Background: an optimization exercise with open tools, aiming at small area. Do not read the settings as production practice.
In this exercise RTL edits were held to simulation tests only and were not proved equivalent to the original.
Power is estimated from default activity; no workload was simulated.

==> flow/design.v (excerpt) <==
module MAC
    (
    input                                   clk     ,
    input                                   rst_n   ,
    output                                  MACMUX_Val,
    output reg [4    -1 : 0] MACMUX_Addr,
    output reg[ 32            -1 : 0] MACMUX_Psum,
    input                                   MUXMAC_Rdy,
    output                                  MACMUX_Empty,
    output                                  MACARB_ReqHelp,
    input                                   ARBMAC_Rst,
    input [ 2                       -1 : 0] PEBMAC_WeiCol,
    input [(
(8192*4*16*16/32) <= (1<<0) ? 0 : (8192*4*16*16/32) <= (1<<1) ? 1 :
(8192*4*16*16/32) <= (1<<2) ? 2 : (8192*4*16*16/32) <= (1<<3) ? 3 :
(8192*4*16*16/32) <= (1<<4) ? 4 : (8192*4*16*16/32) <= (1<<5) ? 5 :
(8192*4*16*16/32) <= (1<<6) ? 6 : (8192*4*16*16/32) <= (1<<7) ? 7 :
(8192*4*16*16/32) <= (1<<8) ? 8 : (8192*4*16*16/32) <= (1<<9) ? 9 :
(8192*4*16*16/32) <= (1<<10) ? 10 : (8192*4*16*16/32) <= (1<<11) ? 11 :
(8192*4*16*16/32) <= (1<<12) ? 12 : (8192*4*16*16/32) <= (1<<13) ? 13 :
(8192*4*16*16/32) <= (1<<14) ? 14 : (8192*4*16*16/32) <= (1<<15) ? 15 :
(8192*4*16*16/32) <= (1<<16) ? 16 : (8192*4*16*16/32) <= (1<<17) ? 17 :
(8192*4*16*16/32) <= (1<<18) ? 18 : (8192*4*16*16/32) <= (1<<19) ? 19 :
(8192*4*16*16/32) <= (1<<20) ? 20 : (8192*4*16*16/32) <= (1<<21) ? 21 :
(8192*4*16*16/32) <= (1<<22) ? 22 : (8192*4*16*16/32) <= (1<<23) ? 23 :
(8192*4*16*16/32) <= (1<<24) ? 24 : (8192*4*16*16/32) <= (1<<25) ? 25 :
  ...
==> flow/config.mk <==
export PLATFORM = sky130hd
export DESIGN_NAME = MAC
export DESIGN_NICKNAME = MAC
export VERILOG_FILES = /design/flow/design.v
export SDC_FILE = /design/flow/constraint.sdc
export NUM_CORES = 4
export LEC_CHECK = 0
export ABC_AREA = 1
export CAP_MARGIN = 20
export CORE_MARGIN = 2
export CORE_UTILIZATION = 40
export CTS_BUF_LIST = sky130_fd_sc_hd__clkbuf_8
export PLACE_DENSITY = 0.6
export SLEW_MARGIN = 20
export SYNTH_HIERARCHICAL = 1
export SYNTH_MINIMUM_KEEP_SIZE = 0
==> flow/constraint.sdc <==
create_clock -name core_clock -period 9.0 [get_ports {clk}]
set_input_delay 1.8000 -clock core_clock [delete_from_list [all_inputs] [get_ports {clk}]]
set_output_delay 1.8000 -clock core_clock [all_outputs]
set_load 0.01 [all_outputs]
standard.sh (not shown) runs the stock make flow with config.mk's settings and CLKGATE_MAP_FILE= SYNTH_SCRIPT=/design/flow/synth_recipe.tcl, a recipe that flattens the netlist after the stock synthesis.
==> flow/flow/run.sh <==
#!/bin/bash
# Layout flow: the standard flow (standard.sh), with two changes.
# 1. After the standard synthesis, the combinational logic of the netlist is
#    mapped again by ABC for area (amap). Registers, full and half adders and
#    tie cells are kept as they are (same instances, names and cell types).
#    The new netlist is proven equivalent to the standard one with Yosys
#    (equiv_make / equiv_simple / equiv_induct); if that proof fails the
#    standard netlist is kept.
# 2. Port buffers are buf_1 cells; clock tree: clkbuf_8, no dummy loads;
#    after synthesis the buffers buf_4 and larger are not used (smaller
#    buffers instead), on top of the platform's own dont-use list.
# Each tool writes its full output to a log_*.log file in this folder.
set -euo pipefail
export BUFFER_PORTS_ARGS="-buffer_cell sky130_fd_sc_hd__buf_1"
export CTS_ARGS="-sink_clustering_enable -repair_clock_nets -buf_list sky130_fd_sc_hd__clkbuf_8 -dont_use_dummy_load"
YOSYS=$FLOW_HOME/../tools/install/yosys/bin/yosys
R=orfs/results/$FLOW_PLATFORM/MAC/base
LIB=$FLOW_HOME/platforms/$FLOW_PLATFORM/lib/sky130_fd_sc_hd__tt_025C_1v80.lib

bash standard.sh synth > log_1_standard_synth.log 2>&1
cp $R/1_2_yosys.v flow_standard.v

KEEP=$(grep -o 'sky130_fd_sc_hd__\(fa\|ha\|df\|edf\|sdf\|dl\|conb\)[a-z0-9_]*' flow_standard.v | sort -u | tr '\n' ' ')
DONT=$(grep -o 'cell *( *"\?sky130_fd_sc_hd__\(lpflow\|probe\)[a-z0-9_]*' $LIB | sed 's/.*(\s*"\?//' | sort -u | sed 's/^/-dont_use /' | tr '\n' ' ')
printf 'strash\ndch -f\namap\nstrash\ndch -f\namap\n' > remap.abc
cat > remap.ys <<EOF
read_liberty -ignore_miss_func $LIB
read_verilog flow_standard.v
hierarchy -top $FLOW_TOP
setattr -mod -set keep_hierarchy 1 $KEEP
flatten
opt_clean
abc -liberty $LIB -script remap.abc $DONT
opt_clean -purge
hilomap -singleton -hicell sky130_fd_sc_hd__conb_1 HI -locell sky130_fd_sc_hd__conb_1 LO
insbuf -buf sky130_fd_sc_hd__buf_1 A X
splitnets
opt_clean -purge
stat -liberty $LIB
write_verilog -noattr -noexpr -nohex -nodec -selected flow_remap_all.v
EOF
$YOSYS -l log_2_remap.log -q -s remap.ys > /dev/null 2>&1
awk -v top="$FLOW_TOP" '$1=="module" && $2 ~ "^"top"[ (]*" {on=1} on {print} on && /^endmodule/ {on=0}' flow_remap_all.v > flow_remap.v

cat > equiv.ys <<EOF
read_liberty -ignore_miss_func $LIB
read_verilog flow_standard.v
rename $FLOW_TOP gold
read_verilog flow_remap.v
rename $FLOW_TOP gate
flatten gold gate
async2sync
opt_clean
equiv_make gold gate equiv
equiv_simple -undef
equiv_induct -undef
equiv_status -assert
EOF
if $YOSYS -l log_3_equiv.log -q -s equiv.ys > /dev/null 2>&1; then
  echo "remapped netlist proven equivalent; using it"
  cp flow_remap.v $R/1_2_yosys.v
else
  echo "equivalence proof failed; keeping the standard netlist"
fi
touch $R/1_2_yosys.v
bash standard.sh synth > log_4_synth_odb.log 2>&1
PLAT_DONT=$(sed -n '/^export DONT_USE_CELLS/,/^#/p' $FLOW_HOME/platforms/$FLOW_PLATFORM/config.mk | grep -o 'sky130_fd_sc_hd__[a-z0-9_]*' | tr '\n' ' ')
MORE="sky130_fd_sc_hd__buf_4 sky130_fd_sc_hd__buf_6 sky130_fd_sc_hd__buf_8 sky130_fd_sc_hd__buf_12 sky130_fd_sc_hd__buf_16 sky130_fd_sc_hd__bufbuf_8 sky130_fd_sc_hd__bufbuf_16"
bash standard.sh "DONT_USE_CELLS=$PLAT_DONT $MORE" finish > log_5_finish.log 2>&1
The first run finished clean.
Rerun with:
--- a/flow/flow/run.sh
+++ b/flow/flow/run.sh
@@ -24,3 +24,3 @@
 DONT=$(grep -o 'cell *( *"\?sky130_fd_sc_hd__\(lpflow\|probe\)[a-z0-9_]*' $LIB | sed 's/.*(\s*"\?//' | sort -u | sed 's/^/-dont_use /' | tr '\n' ' ')
-printf 'strash\ndch -f\namap\nstrash\ndch -f\namap\n' > remap.abc
+printf 'strash\ndch -f\namap\n' > remap.abc
 cat > remap.ys <<EOF
@@ -68,2 +68,2 @@
 MORE="sky130_fd_sc_hd__buf_4 sky130_fd_sc_hd__buf_6 sky130_fd_sc_hd__buf_8 sky130_fd_sc_hd__buf_12 sky130_fd_sc_hd__buf_16 sky130_fd_sc_hd__bufbuf_8 sky130_fd_sc_hd__bufbuf_16"
-bash standard.sh "DONT_USE_CELLS=$PLAT_DONT $MORE" finish > log_5_finish.log 2>&1
+bash standard.sh "DONT_USE_CELLS=$PLAT_DONT $MORE" REMOVE_ABC_BUFFERS=1 finish > log_5_finish.log 2>&1
- CORE_UTILIZATION: 40 -> 55
- PLACE_DENSITY: 0.6 -> 0.7
Result: Wire length goes down by 6.7%; register-to-register slack loses 0.10 ns; setup slack got worse by 0.24 ns; clock power falls by about 1%; design area went down by 0.44%; hold slack gets better by 0.011 ns; fmax decreases by 2.7%; count of clock-buffer cells in the layout is unchanged.
Rerun with:
--- a/flow/flow/run.sh
+++ b/flow/flow/run.sh
@@ -68,2 +68,2 @@
 MORE="sky130_fd_sc_hd__buf_4 sky130_fd_sc_hd__buf_6 sky130_fd_sc_hd__buf_8 sky130_fd_sc_hd__buf_12 sky130_fd_sc_hd__buf_16 sky130_fd_sc_hd__bufbuf_8 sky130_fd_sc_hd__bufbuf_16"
-bash standard.sh "DONT_USE_CELLS=$PLAT_DONT $MORE" REMOVE_ABC_BUFFERS=1 finish > log_5_finish.log 2>&1
+bash standard.sh "DONT_USE_CELLS=$PLAT_DONT $MORE" finish > log_5_finish.log 2>&1
- CORE_UTILIZATION: 55 -> 40
- PLACE_DENSITY: 0.7 -> 0.6
The new run finished clean; routed wire length increases by 7.2%; synthesized cell count is unchanged; clock skew drops by 0.015 ns; maximum frequency grows by 2.8%; via count decreases by 1.9%; setup slack improves by 0.24 ns.

[what the ideal ports hide]
No port has a modelled driver above. Below, the same layouts with a new extraction and two added sets of constraints.
Step 1, drivers: a clkbuf_16 drives clk and a buf_2 each remaining input, both assumed.
Step 2, shift: input delay + t, output delay - t, t = (earliest + latest rising clock arrival at the registers) / 2. This alone moves slack from input paths to output paths.
a / b / c = no drivers / after step 1 / after step 2; a / b = the first two.
run | shift t [ns] | setup slack, ns | hold WS [ns] | clock arrival spread, ns | worst register clock-pin slew, ns
the first run | 0.501 | 0.469 / 0.494 / -0.007 | 0.434 / 0.434 / 0.434 | 0.032 / 0.032 | 0.10 / 0.10
the second run | 0.489 | 0.234 / 0.253 / -0.235 | 0.444 / 0.444 / 0.444 | 0.046 / 0.045 | 0.12 / 0.12
the third run | 0.508 | 0.475 / 0.494 / -0.014 | 0.444 / 0.444 / 0.444 | 0.032 / 0.032 | 0.11 / 0.11
With both steps, setup timing fails in every run listed, where it was met with ideal ports. For the third run, which loses most, drivers alone change the setup slack by +0.019 ns; drivers and shift together by -0.489 ns.
